From an optimization exercise on the open Yosys and OpenROAD flow, aimed at small area; shortcuts taken in it are not production practice. The RTL was checked by simulation tests, not by an equivalence proof against the original design.

<file path="flow/config.mk">
export PLATFORM = sky130hd
export DESIGN_NAME = disp
export DESIGN_NICKNAME = disp
export VERILOG_FILES = /design/flow/design.v
export SDC_FILE = /design/flow/constraint.sdc
export NUM_CORES = 4
export LEC_CHECK = 0
export ABC_AREA = 0
export CAP_MARGIN = 20
export CORE_MARGIN = 2
export CORE_UTILIZATION = 40
export CTS_BUF_LIST = sky130_fd_sc_hd__clkbuf_4
export SLEW_MARGIN = 20
export SYNTH_HIERARCHICAL = 1
export SYNTH_MINIMUM_KEEP_SIZE = 0
</file>
<file path="flow/constraint.sdc">
create_clock -name core_clock -period 250.0 [get_ports {clk}]
set_input_delay 50.0000 -clock core_clock [delete_from_list [all_inputs] [get_ports {clk}]]
set_output_delay 50.0000 -clock core_clock [all_outputs]
set_load 0.01 [all_outputs]
</file>
<file path="flow/design.v">
module clk_divider(
    input clk,
    input rst,
    output reg [1:0] sel,
    output [3:0] digit_sel
    );
    localparam [9:0] POL = 10'h2aa;
    localparam [9:0] W = 10'h1f8;
    localparam [9:0] R = 10'h0e7;
    reg [9:0] p;
    wire [9:0] l = p ^ POL;
    wire wrap = (l == W);
    wire [9:0] ln = {l[8:0], l[9] ^ l[2]} ^ {6'b000000, wrap, 3'b000};
    always @(posedge clk) begin
        if (rst) begin
            p <= R ^ POL;
            sel <= 2'd0;
        end else begin
            p <= ln ^ POL;
            if (wrap) sel <= {sel[0], ~sel[1]};
        end
    end
    assign digit_sel = {sel == 2'b10, sel == 2'b11, sel == 2'b01, sel == 2'b00};
endmodule
module seg_decoder(input [3:0] digit_sel, input [2:0] gu, input bu, input [2:0] gt, input bt,
                   input [2:0] gh, input bh, input [3:0] th, output [7:0] seg);
  wire [3:0] tc, x;
  tconv u_tc(.t(th), .c(tc));
  omux m0(.e(digit_sel), .a(bu), .b(bt), .c(bh), .d(tc[0]), .x(x[0]));
  omux m1(.e(digit_sel), .a(gu[0]), .b(gt[0]), .c(gh[0]), .d(tc[1]), .x(x[1]));
  omux m2(.e(digit_sel), .a(gu[1]), .b(gt[1]), .c(gh[1]), .d(tc[2]), .x(x[2]));
  omux m3(.e(digit_sel), .a(gu[2]), .b(gt[2]), .c(gh[2]), .d(tc[3]), .x(x[3]));
  sdec u_dec(.x(x), .seg(seg[6:0]));
  assign seg[7] = 1'b0;
endmodule
module omux(input [3:0] e, input a, input b, input c, input d, output x);
  assign x = (e[0] & a) | (e[1] & b) | (e[2] & c) | (e[3] & d);
endmodule
module tconv(input [3:0] t, output [3:0] c);
  wire n1;
  assign n1 = ~((t[1] | t[2]) & t[3]);
  assign c[0] = t[0] & n1;
  assign c[1] = ~((t[1] & t[2]) | t[3]);
  assign c[2] = t[1] | t[3] | ~t[2];
  assign c[3] = ~(t[3] | ~t[1]);
endmodule
module sdec(input [3:0] x, output [6:0] seg);
  wire n1;
  wire n2;
  wire n3;
  wire n4;
  wire n5;
  wire n6;
  wire n7;
  wire n8;
  assign n1 = ~(x[1] & x[2]);
  assign n2 = ~(x[3] | n1);
  assign seg[0] = ~((x[0] & x[3] & n1) | n2);
  assign n3 = ~(x[1] | x[3]);
  assign n4 = ~(x[0] & x[2]);
  assign n5 = ~(n3 | n4);
  assign seg[1] = ~((x[1] & x[3]) | n5);
  assign n6 = ~x[2];
  assign seg[2] = ~(x[0] | n6);
  assign n7 = ~(x[1] & x[3]);
  assign n8 = ~((x[0] & x[1]) | x[2]);
  assign seg[3] = ~((n7 & n5) | n8);
  assign seg[4] = ~(x[1] & x[3] & n4);
  assign seg[5] = ~((x[0] | x[3]) & n1 & n4);
  assign seg[6] = ~((n6 & x[3]) | (n2 & x[0]) | n8);
endmodule
module disp(
        input [31:0] val,
        input clk,
        input rst,
        output [3:0] digit_sel,
        output [7:0] seg
  );
  wire [1:0] s;
  wire [6:0] sm;
  wire [2:0] gu, gt, gh;
  wire bt, bh;
  wire [3:0] th;
  clk_divider refresh(.clk(clk), .rst(rst), .sel(s), .digit_sel(digit_sel));
  sumtree u_sum(.y(val[31:7]), .S(sm));
  dabble u_dab(.S(sm), .v(val[6:1]), .gu(gu), .gt(gt), .bt(bt), .gh(gh), .bh(bh), .th(th));
  seg_decoder p1(.digit_sel(digit_sel), .gu(gu), .bu(val[0]), .gt(gt), .bt(bt), .gh(gh), .bh(bh), .th(th), .seg(seg));
endmodule
module sumtree(input [24:0] y, output [6:0] S);
  wire t1, t2;
  fadd at1(.a(y[0]), .b(y[7]), .c(y[14]), .s(t1), .co(t2));
  wire t3, t4;
  fadd at3(.a(y[1]), .b(y[7]), .c(y[8]), .s(t3), .co(t4));
  wire t5, t6;
  fadd at5(.a(y[15]), .b(t2), .c(t3), .s(t5), .co(t6));
  wire t7, t8;
  fadd at7(.a(y[2]), .b(y[8]), .c(y[9]), .s(t7), .co(t8));
  wire t9, t10;
  fadd at9(.a(y[16]), .b(t4), .c(t6), .s(t9), .co(t10));
  wire t11, t12;
  fadd at11(.a(y[3]), .b(y[9]), .c(y[10]), .s(t11), .co(t12));
  wire t13, t14;
  fadd at13(.a(y[14]), .b(y[17]), .c(t8), .s(t13), .co(t14));
  wire t15, t16;
  fadd at15(.a(t10), .b(t11), .c(t13), .s(t15), .co(t16));
  wire t17, t18;
  fadd at17(.a(y[4]), .b(y[10]), .c(y[11]), .s(t17), .co(t18));
  wire t19, t20;
  fadd at19(.a(y[15]), .b(y[18]), .c(t12), .s(t19), .co(t20));
  wire t21, t22;
  fadd at21(.a(t14), .b(t16), .c(t17), .s(t21), .co(t22));
  wire t23, t24;
  fadd at23(.a(y[5]), .b(y[11]), .c(y[12]), .s(t23), .co(t24));
  wire t25, t26;
  fadd at25(.a(y[16]), .b(y[19]), .c(y[23]), .s(t25), .co(t26));
  wire t27, t28;
  fadd at27(.a(t18), .b(t20), .c(t22), .s(t27), .co(t28));
  wire t29, t30;
  fadd at29(.a(t23), .b(t25), .c(t27), .s(t29), .co(t30));
  wire t31, t32;
  fadd at31(.a(y[6]), .b(y[12]), .c(y[13]), .s(t31), .co(t32));
  wire t33, t34;
  fadd at33(.a(y[17]), .b(y[20]), .c(y[23]), .s(t33), .co(t34));
  wire t35, t36;
  fadd at35(.a(y[24]), .b(t24), .c(t26), .s(t35), .co(t36));
  wire t37, t38;
  fadd at37(.a(t28), .b(t30), .c(t31), .s(t37), .co(t38));
  wire t39, t40;
  fadd at39(.a(t33), .b(t35), .c(t37), .s(t39), .co(t40));
  wire t41, t42;
  fadd at41(.a(y[13]), .b(y[18]), .c(y[21]), .s(t41), .co(t42));
  wire t43, t44;
  fadd at43(.a(y[24]), .b(t32), .c(t34), .s(t43), .co(t44));
  wire t45, t46;
  fadd at45(.a(t36), .b(t38), .c(t40), .s(t45), .co(t46));
  wire t47, t48;
  fadd at47(.a(t41), .b(t43), .c(t45), .s(t47), .co(t48));
  wire t49, t50;
  fadd at49(.a(y[19]), .b(y[22]), .c(t42), .s(t49), .co(t50));
  wire t51, t52;
  fadd at51(.a(t44), .b(t46), .c(t48), .s(t51), .co(t52));
  wire t53, t54;
  fadd at53(.a(y[20]), .b(y[23]), .c(t50), .s(t53), .co(t54));
  wire t55, t56;
  fadd at55(.a(y[21]), .b(y[24]), .c(t54), .s(t55), .co(t56));
  wire t57, t58;
  fadd at57(.a(t5), .b(t47), .c(t49), .s(t57), .co(t58));
  wire t59, t60;
  fadd at59(.a(t7), .b(t9), .c(t49), .s(t59), .co(t60));
  wire t61, t62;
  fadd at61(.a(t51), .b(t52), .c(t53), .s(t61), .co(t62));
  wire t63, t64;
  fadd at63(.a(t58), .b(t59), .c(t61), .s(t63), .co(t64));
  wire t65, t66;
  fadd at65(.a(t15), .b(t52), .c(t53), .s(t65), .co(t66));
  wire t67, t68;
  fadd at67(.a(t55), .b(t60), .c(t62), .s(t67), .co(t68));
  wire t69, t70;
  fadd at69(.a(t64), .b(t65), .c(t67), .s(t69), .co(t70));
  wire t71, t72;
  fadd at71(.a(t19), .b(t21), .c(t55), .s(t71), .co(t72));
  wire t73, t74;
  fadd at73(.a(y[22]), .b(t56), .c(t66), .s(t73), .co(t74));
  wire t75, t76;
  fadd at75(.a(t68), .b(t70), .c(t71), .s(t75), .co(t76));
  wire t77, t78;
  fadd at77(.a(t29), .b(y[22]), .c(t56), .s(t77), .co(t78));
  wire t79, t80;
  fadd at79(.a(t72), .b(t74), .c(t76), .s(t79), .co(t80));
  wire t81, t82;
  fadd at81(.a(t39), .b(t78), .c(t80), .s(t81), .co(t82));
  wire t83, t84;
  fadd at83(.a(t1), .b(t47), .c(t82), .s(t83), .co(t84));
  wire t85, t86;
  fadd at85(.a(t51), .b(t57), .c(t82), .s(t85), .co(t86));
  wire t87, t88;
  hadd at87(.a(t84), .b(t85), .s(t87), .co(t88));
  wire t89, t90;
  fadd at89(.a(t63), .b(t86), .c(t88), .s(t89), .co(t90));
  wire t91, t92;
  hadd at91(.a(t69), .b(t90), .s(t91), .co(t92));
  wire t93, t94;
  fadd at93(.a(t73), .b(t75), .c(t92), .s(t93), .co(t94));
  wire t95, t96;
  fadd at95(.a(t77), .b(t79), .c(t94), .s(t95), .co(t96));
  wire t97, t98;
  hadd at97(.a(t81), .b(t96), .s(t97), .co(t98));
  wire t99, t100;
  hadd at99(.a(t83), .b(t98), .s(t99), .co(t100));
  wire t101, t102;
  fadd at101(.a(t87), .b(t98), .c(t100), .s(t101), .co(t102));
  wire t103, t104;
  hadd at103(.a(t89), .b(t102), .s(t103), .co(t104));
  wire t105, t106;
  hadd at105(.a(t91), .b(t104), .s(t105), .co(t106));
  wire t107, t108;
  hadd at107(.a(t93), .b(t106), .s(t107), .co(t108));
  wire t109, t110;
  hadd at109(.a(t95), .b(t108), .s(t109), .co(t110));
  assign S = {t97, t109, t107, t105, t103, t101, t99};
endmodule
module dabble(input [6:0] S, input [6:1] v, output [2:0] gu, output [2:0] gt, output bt, output [2:0] gh, output bh, output [3:0] th);
  wire d1;
  wire d2;
  assign d1 = ~(S[5] & S[6]);
  assign d2 = ~(~S[5] & S[6]);
  wire d3;
  wire d4;
  wire d5;
  wire d6;
  wire d3_1;
  wire d3_2;
  wire d3_3;
  assign d3_1 = ~(S[4] | S[5]);
  assign d3 = ~((d1 & d2) | d3_1);
  assign d3_2 = ~(S[4] | d2);
  assign d4 = ~((S[4] & d1 & S[5]) | d3_2);
  assign d3_3 = ~(S[4] & d1 & d2);
  assign d6 = ~((S[4] | d1) & d3_3);
  assign d5 = ~(~d6 & S[5]);
  wire d7;
  wire [2:0] d8;
  dstep u8(.b(S[3]), .g({d6, d5, d4}), .q(d7), .gn(d8));
  wire d9;
  wire [2:0] d10;
  dstep u10(.b(S[2]), .g({d8[2], d8[1], d8[0]}), .q(d9), .gn(d10));
  wire d11;
  wire [2:0] d12;
  dstep u12(.b(S[1]), .g({d10[2], d10[1], d10[0]}), .q(d11), .gn(d12));
  wire d13;
  wire [2:0] d14;
  dstep u14(.b(S[0]), .g({d12[2], d12[1], d12[0]}), .q(d13), .gn(d14));
  wire d15;
  wire [2:0] d16;
  dstep u16(.b(v[6]), .g({d14[2], d14[1], d14[0]}), .q(d15), .gn(d16));
  wire d17;
  wire [2:0] d18;
  dstep u18(.b(v[5]), .g({d16[2], d16[1], d16[0]}), .q(d17), .gn(d18));
  wire d19;
  wire [2:0] d20;
  dstep u20(.b(v[4]), .g({d18[2], d18[1], d18[0]}), .q(d19), .gn(d20));
  wire d21;
  wire [2:0] d22;
  dstep u22(.b(v[3]), .g({d20[2], d20[1], d20[0]}), .q(d21), .gn(d22));
  wire d23;
  wire [2:0] d24;
  dstep u24(.b(v[2]), .g({d22[2], d22[1], d22[0]}), .q(d23), .gn(d24));
  wire d25;
  wire [2:0] d26;
  dstep u26(.b(v[1]), .g({d24[2], d24[1], d24[0]}), .q(d25), .gn(d26));
  wire d27;
  wire d28;
  assign d27 = ~(d7 & d3);
  assign d28 = ~(~d7 & d3);
  wire d29;
  wire d30;
  wire d31;
  wire d32;
  wire d29_1;
  wire d29_2;
  wire d29_3;
  assign d29_1 = ~(d9 | d7);
  assign d29 = ~((d27 & d28) | d29_1);
  assign d29_2 = ~(d9 | d28);
  assign d30 = ~((d9 & d27 & d7) | d29_2);
  assign d29_3 = ~(d9 & d27 & d28);
  assign d32 = ~((d9 | d27) & d29_3);
  assign d31 = ~(~d32 & d7);
  wire d33;
  wire [2:0] d34;
  dstep u34(.b(d11), .g({d32, d31, d30}), .q(d33), .gn(d34));
  wire d35;
  wire [2:0] d36;
  dstep u36(.b(d13), .g({d34[2], d34[1], d34[0]}), .q(d35), .gn(d36));
  wire d37;
  wire [2:0] d38;
  dstep u38(.b(d15), .g({d36[2], d36[1], d36[0]}), .q(d37), .gn(d38));
  wire d39;
  wire [2:0] d40;
  dstep u40(.b(d17), .g({d38[2], d38[1], d38[0]}), .q(d39), .gn(d40));
  wire d41;
  wire [2:0] d42;
  dstep u42(.b(d19), .g({d40[2], d40[1], d40[0]}), .q(d41), .gn(d42));
  wire d43;
  wire [2:0] d44;
  dstep u44(.b(d21), .g({d42[2], d42[1], d42[0]}), .q(d43), .gn(d44));
  wire d45;
  wire [2:0] d46;
  dstep u46(.b(d23), .g({d44[2], d44[1], d44[0]}), .q(d45), .gn(d46));
  wire d47;
  wire d48;
  assign d47 = ~(d33 & d29);
  assign d48 = ~(~d33 & d29);
  wire d49;
  wire d50;
  wire d51;
  wire d52;
  wire d49_1;
  wire d49_2;
  wire d49_3;
  assign d49_1 = ~(d35 | d33);
  assign d49 = ~((d47 & d48) | d49_1);
  assign d49_2 = ~(d35 | d48);
  assign d50 = ~((d35 & d47 & d33) | d49_2);
  assign d49_3 = ~(d35 & d47 & d48);
  assign d52 = ~((d35 | d47) & d49_3);
  assign d51 = ~(~d52 & d33);
  wire d53;
  wire [2:0] d54;
  dstep u54(.b(d37), .g({d52, d51, d50}), .q(d53), .gn(d54));
  wire d55;
  wire [2:0] d56;
  dstep u56(.b(d39), .g({d54[2], d54[1], d54[0]}), .q(d55), .gn(d56));
  wire d57;
  wire [2:0] d58;
  dstep u58(.b(d41), .g({d56[2], d56[1], d56[0]}), .q(d57), .gn(d58));
  wire d59;
  wire [2:0] d60;
  dstep u60(.b(d43), .g({d58[2], d58[1], d58[0]}), .q(d59), .gn(d60));
  assign gu = {d26[2], d26[1], d26[0]};
  assign gt = {d46[2], d46[1], d46[0]};
  assign gh = {d60[2], d60[1], d60[0]};
  assign bt = d25;
  assign bh = d45;
  assign th = {d53, d55, d57, d59};
endmodule
module dstep(input b, input [2:0] g, output q, output [2:0] gn);
  wire n1;
  wire n2;
  wire n3;
  assign n1 = ~(b | g[1]);
  assign q = ~((g[0] & g[1]) | n1);
  assign n2 = ~((b | g[1]) & (g[2] | g[0]));
  assign gn[0] = ~((b & g[0] & g[2]) | n2);
  assign n3 = ~(b & g[0] & g[1]);
  assign gn[2] = ~((b | g[0]) & n3);
  assign gn[1] = ~(~gn[2] & g[2]);
endmodule
module fadd(input a, input b, input c, output s, output co);
  assign s = a ^ b ^ c;
  assign co = (a & (b | c)) | (b & c);
endmodule
module hadd(input a, input b, output s, output co);
  assign s = a ^ b;
  assign co = a & b;
endmodule
</file>
<file path="flow/run.sh">
#!/bin/bash
# synth_recipe.tcl (not shown) runs the flow's synth.tcl, then flattens the netlist and writes it again
# the make line also repeats each setting of config.mk as NAME=value (left out here)
make -C /OpenROAD-flow-scripts/flow DESIGN_CONFIG=/design/flow/config.mk WORK_HOME=/design/flow/orfs CLKGATE_MAP_FILE= SYNTH_SCRIPT=/design/flow/synth_recipe.tcl finish
</file>
==> notes.md <==
[metrics by stage]
stage               cells  cell area (um2)  util, %  hold WS, ns
floorplan             308             2830        -        0.370
global placement      434             3290     48.2        0.388
detailed placement    434             3290     48.2        0.384
CTS                   438             3320     48.5        0.409
global route          438             3320     48.5        0.427
finish                438             3320     48.5        0.402
[final cells by class]
type | count | area, um2
flip-flops and latches | 12 | 240
repair buffers | 44 | 440
multi-input cells | 258 | 2400
inverters | 24 | 90.1
well taps | 96 | 120
clock inverters | 1 | 3.75
clock buffers | 3 | 22.5
fillers | 687 | 3520
[cell usage after synthesis]
cell                        count  area [um2]
sky130_fd_sc_hd__a21o_1         1        7.51
sky130_fd_sc_hd__a21o_2         1        8.76
sky130_fd_sc_hd__a21oi_1        5        25.0
sky130_fd_sc_hd__a22oi_1        8        60.1
sky130_fd_sc_hd__a311oi_1       1        8.76
sky130_fd_sc_hd__a31oi_1       21         131
sky130_fd_sc_hd__and2_1         3        18.8
sky130_fd_sc_hd__and2_4         1        8.76
sky130_fd_sc_hd__and2b_2        1        8.76
sky130_fd_sc_hd__and4b_1        1        10.0
sky130_fd_sc_hd__buf_4         13        97.6
sky130_fd_sc_hd__clkbuf_1       1        3.75
sky130_fd_sc_hd__conb_1         1        3.75
sky130_fd_sc_hd__dfxtp_1       12         240
sky130_fd_sc_hd__fa_1          47         941
sky130_fd_sc_hd__ha_1           8         100
sky130_fd_sc_hd__inv_1         24        90.1
sky130_fd_sc_hd__maj3_2         1        11.3
sky130_fd_sc_hd__mux2_1         1        11.3
sky130_fd_sc_hd__mux2i_1       24         240
sky130_fd_sc_hd__nand2_1       10        37.5
sky130_fd_sc_hd__nand2b_1       6        37.5
sky130_fd_sc_hd__nand3_1       22         110
sky130_fd_sc_hd__nand3b_1       1        7.51
sky130_fd_sc_hd__nand4b_4       1        23.8
sky130_fd_sc_hd__nand4bb_1      1        11.3
sky130_fd_sc_hd__nor2_1        11        41.3
sky130_fd_sc_hd__nor2b_1        3        18.8
sky130_fd_sc_hd__nor3_1         2        10.0
sky130_fd_sc_hd__nor4_4         1        21.3
sky130_fd_sc_hd__o211ai_1      21         158
sky130_fd_sc_hd__o21ai_0       22         110
sky130_fd_sc_hd__o21ai_1        3        15.0
sky130_fd_sc_hd__o21bai_1       1        7.51
sky130_fd_sc_hd__o221ai_2       1        15.0
sky130_fd_sc_hd__o22ai_1       21         131
sky130_fd_sc_hd__or2_2          2        12.5
sky130_fd_sc_hd__or3b_1         2        17.5
sky130_fd_sc_hd__xnor2_1        1        8.76
sky130_fd_sc_hd__xor2_1         1        8.76
[cells by family (layout without fill, tap and decap cells)]
| kind of cell | Yosys count | in the layout | synth area share, % |
|---|---|---|---|
| other cells | 1 | 1 | 0.132 |
| buf+inv | 38 | 72 | 6.76 |
| xor+xnor | 2 | 2 | 0.619 |
| simple gates | 68 | 68 | 14.0 |
| fa+ha+maj | 56 | 56 | 37.2 |
| flops | 12 | 12 | 8.49 |
| compound gates | 106 | 106 | 24.0 |
| mux | 25 | 25 | 8.89 |
[critical path, delay by kind of cell]
family,cells,cell delay (ns)
multiplexers,1,0.26
adder cells (fa/ha/maj),31,11.55
AO/OA/AOI/OAI,21,5.18
AND/OR/NAND/NOR,4,0.71
buffers and inverters,2,1.11
[routing by layer]
layer,global-route usage (%),vias to the layer above
met2,25.3,29
met1,20.2,1086
met4,1.24,0
li1,-,1216
met3,0.848,2
met5,0,-
[state kept, by name, summed over array words and instances (netlist names)]
register	count
refresh.sel	2
refresh.p	10
[modules after synthesis (local to each module, per instance), excerpt]
module	cells inside	copies in the design	flops+latches
seg_decoder	2	1	0
omux	3	4	0
dabble	26	1	0
clk_divider	36	1	12
hadd	1	8	0
sumtree	7	1	0
dstep	7	21	0
fadd	1	47	0
tconv	6	1	0
sdec	17	1	0
[how the worst max path moves through the flow]
stage / cells after the start / slack [ns] / end
floorplan: 59 / 133.29 / seg[3]
global placement: 59 / 131.44 / seg[3]
detailed placement: 59 / 131.13 / seg[3]
CTS: 59 / 131.14 / seg[3]
global route: 59 / 129.87 / seg[3]
finish: 59 / 131.14 / seg[3]
==> impl_results.md <==
* Status: no timing/DRC/antenna violations
* Flip-flop and latch count after synthesis at 12
* Fin. max-slew vios at 0
* Minimum period implied by the final worst setup slack at between 100 and 150 ns
* Hold/Removal Path Class: flip-flop to flip-flop
* Synth warn at 7
* Drt via density at roughly 5.3
* Final worst slack at ~130 ns
* Vias after detailed routing at between 2000 and 2500
* Number of buffers inserted to repair setup after CTS at 0
* Sum of met3 wire segment lengths after detailed routing at roughly 110 um
* Hold EP: refresh.p[2]
* Total clock buffers created by CTS at 3
* Slowest Stage Delay on Critical Path at 0.58 ns
* Worst r2r src: refresh.p[9]
* Root buffer selected by CTS: sky130_fd_sc_hd__clkbuf_4
* Std-Cell Rows at 30
* Post-Route M1 WL at ~2.6 mm
* Area of the die at roughly 0.0078 mm2
* Worst hold stages at 1
* Number of top-level pins at 46
* Deepest level of the CTS H-tree at 1
* Length of routed met2 wiring at 2.51 mm
* Post-Syn Area at between 0.002 and 0.003 mm2
* Initial antenna violation count at 0
* Max-capacitance violation count at 0
* RSZ-0062 raised after global routing: false
* Cell occurring most often along the worst timing path: sky130_fd_sc_hd__fa_1
* DRC violation total after the first TritonRoute iteration at 94
* Minimum setup slack after placement at roughly 130 ns
* Master of the slowest instance on the critical path: sky130_fd_sc_hd__clkdlybuf4s50_1
* Die span in y at 88.1 um
* Launching instance or port of the critical path: val[15]
* Total Routing Usage GR at 14.3%
* Biggest fanout along the worst timing path at 7
* Post-synthesis net count at approximately 400
* Initial Utilization at approximately two fifths
* Crit path launch type: input port
* Critical setup path kind: input port to primary output
* Setup-failing EPs final at 0
* Number of search-and-repair iterations in the first detailed-routing pass at 4
* Half-perimeter wire length after placement at 4.64 mm
* Final period utilization at roughly 48%
* Overflow after GRT at 0
* Core region area at 0.00683 mm2
* Critical R2R Capture: refresh.sel[0]
* Worst-case clock skew at ~0.0012 ns
* # resized after CTS at 0
* Number of remaining DRC errors at 0
* Post-route antenna net violation count at 0
* Reg2Reg Setup Slack at ~250 ns
* Final antenna diode count at 0
* Routed len/inst at 11.9 um
* Die X at just under 90 um
* First-pass GRT wire length at a little over 9 mm
* Vias in the first global route at 2189
* Clock tree from TritonCTS: yes
* Largest buffer count on any clock path at 2
* Post-CTS Hold Fix Bufs at 0
* Total detailed-routing wirelength at about 5.2 mm
* Start point of the worst hold path: refresh.p[1]
* Clock latency reported for the late side of the worst-skew pair at between 0.2 and 0.3 ns
* Synthesized area divided by synthesized cell count at 9.19 um2
* Number of distinct standard cells referenced by the synthesized netlist at 40
* Highest Signal Layer: met4
* Layout cells sized above 1 at under 10%
* Number of nets in the layout at about 430
* Total negative slack at 0 ns
* Pin count of the biggest net entering global routing at 14
* Post-synthesis sequential area ratio at ~8.5%
* Top achievable clock speed at between 8 and 9 MHz
* Number of clock sinks at 12
* CP Data Arrival Time at 68.86 ns
* Clock-pin slew on the worst setup and hold paths at 0.07 ns
* Count of endpoints failing hold in the final timing report at 0
* Commonest non-fill, non-tap cells in the layout: sky130_fd_sc_hd__fa_1, sky130_fd_sc_hd__clkdlybuf4s50_1, sky130_fd_sc_hd__inv_1, sky130_fd_sc_hd__mux2i_1
* Final Wtd Congestion at between 0.8 and 0.9
* Worst endpoint required time at about 200 ns
* Most common cell after layout, fill and taps aside: sky130_fd_sc_hd__fa_1
* Area added between synthesis and finish at 17.2%
* Number of standard cells after synthesis at 308
* Worst Reg-to-Reg Cells at 3
* Count of port buffers added during placement at between 40 and 50
* Critical path endpoint category: primary output

-- re-timing with driven ports --
How much do the figures lean on ideal ports? The routed layout below was timed once more, with nothing changed but the port constraints.
Step 1, drivers: a clkbuf_16 drives clk and a buf_2 each remaining input, both assumed.
Step 2, shift: input delay + t, output delay - t, t = (earliest + latest rising clock arrival at the registers) / 2. This alone moves slack from input paths to output paths.
Three values: no drivers, after step 1, after step 2; two values: the first two.
t (ns): 0.280
setup WS [ns]: 131.141 / 131.116 / 131.116
worst setup path at the end: input to output
latest minus earliest clock arrival (ns): 0.001 / 0.001
worst slew at a driven data input, ns: 0.04
After both steps setup and hold are still met in this run. For this run, drivers alone change the setup slack by -0.025 ns; drivers and shift together by -0.025 ns.
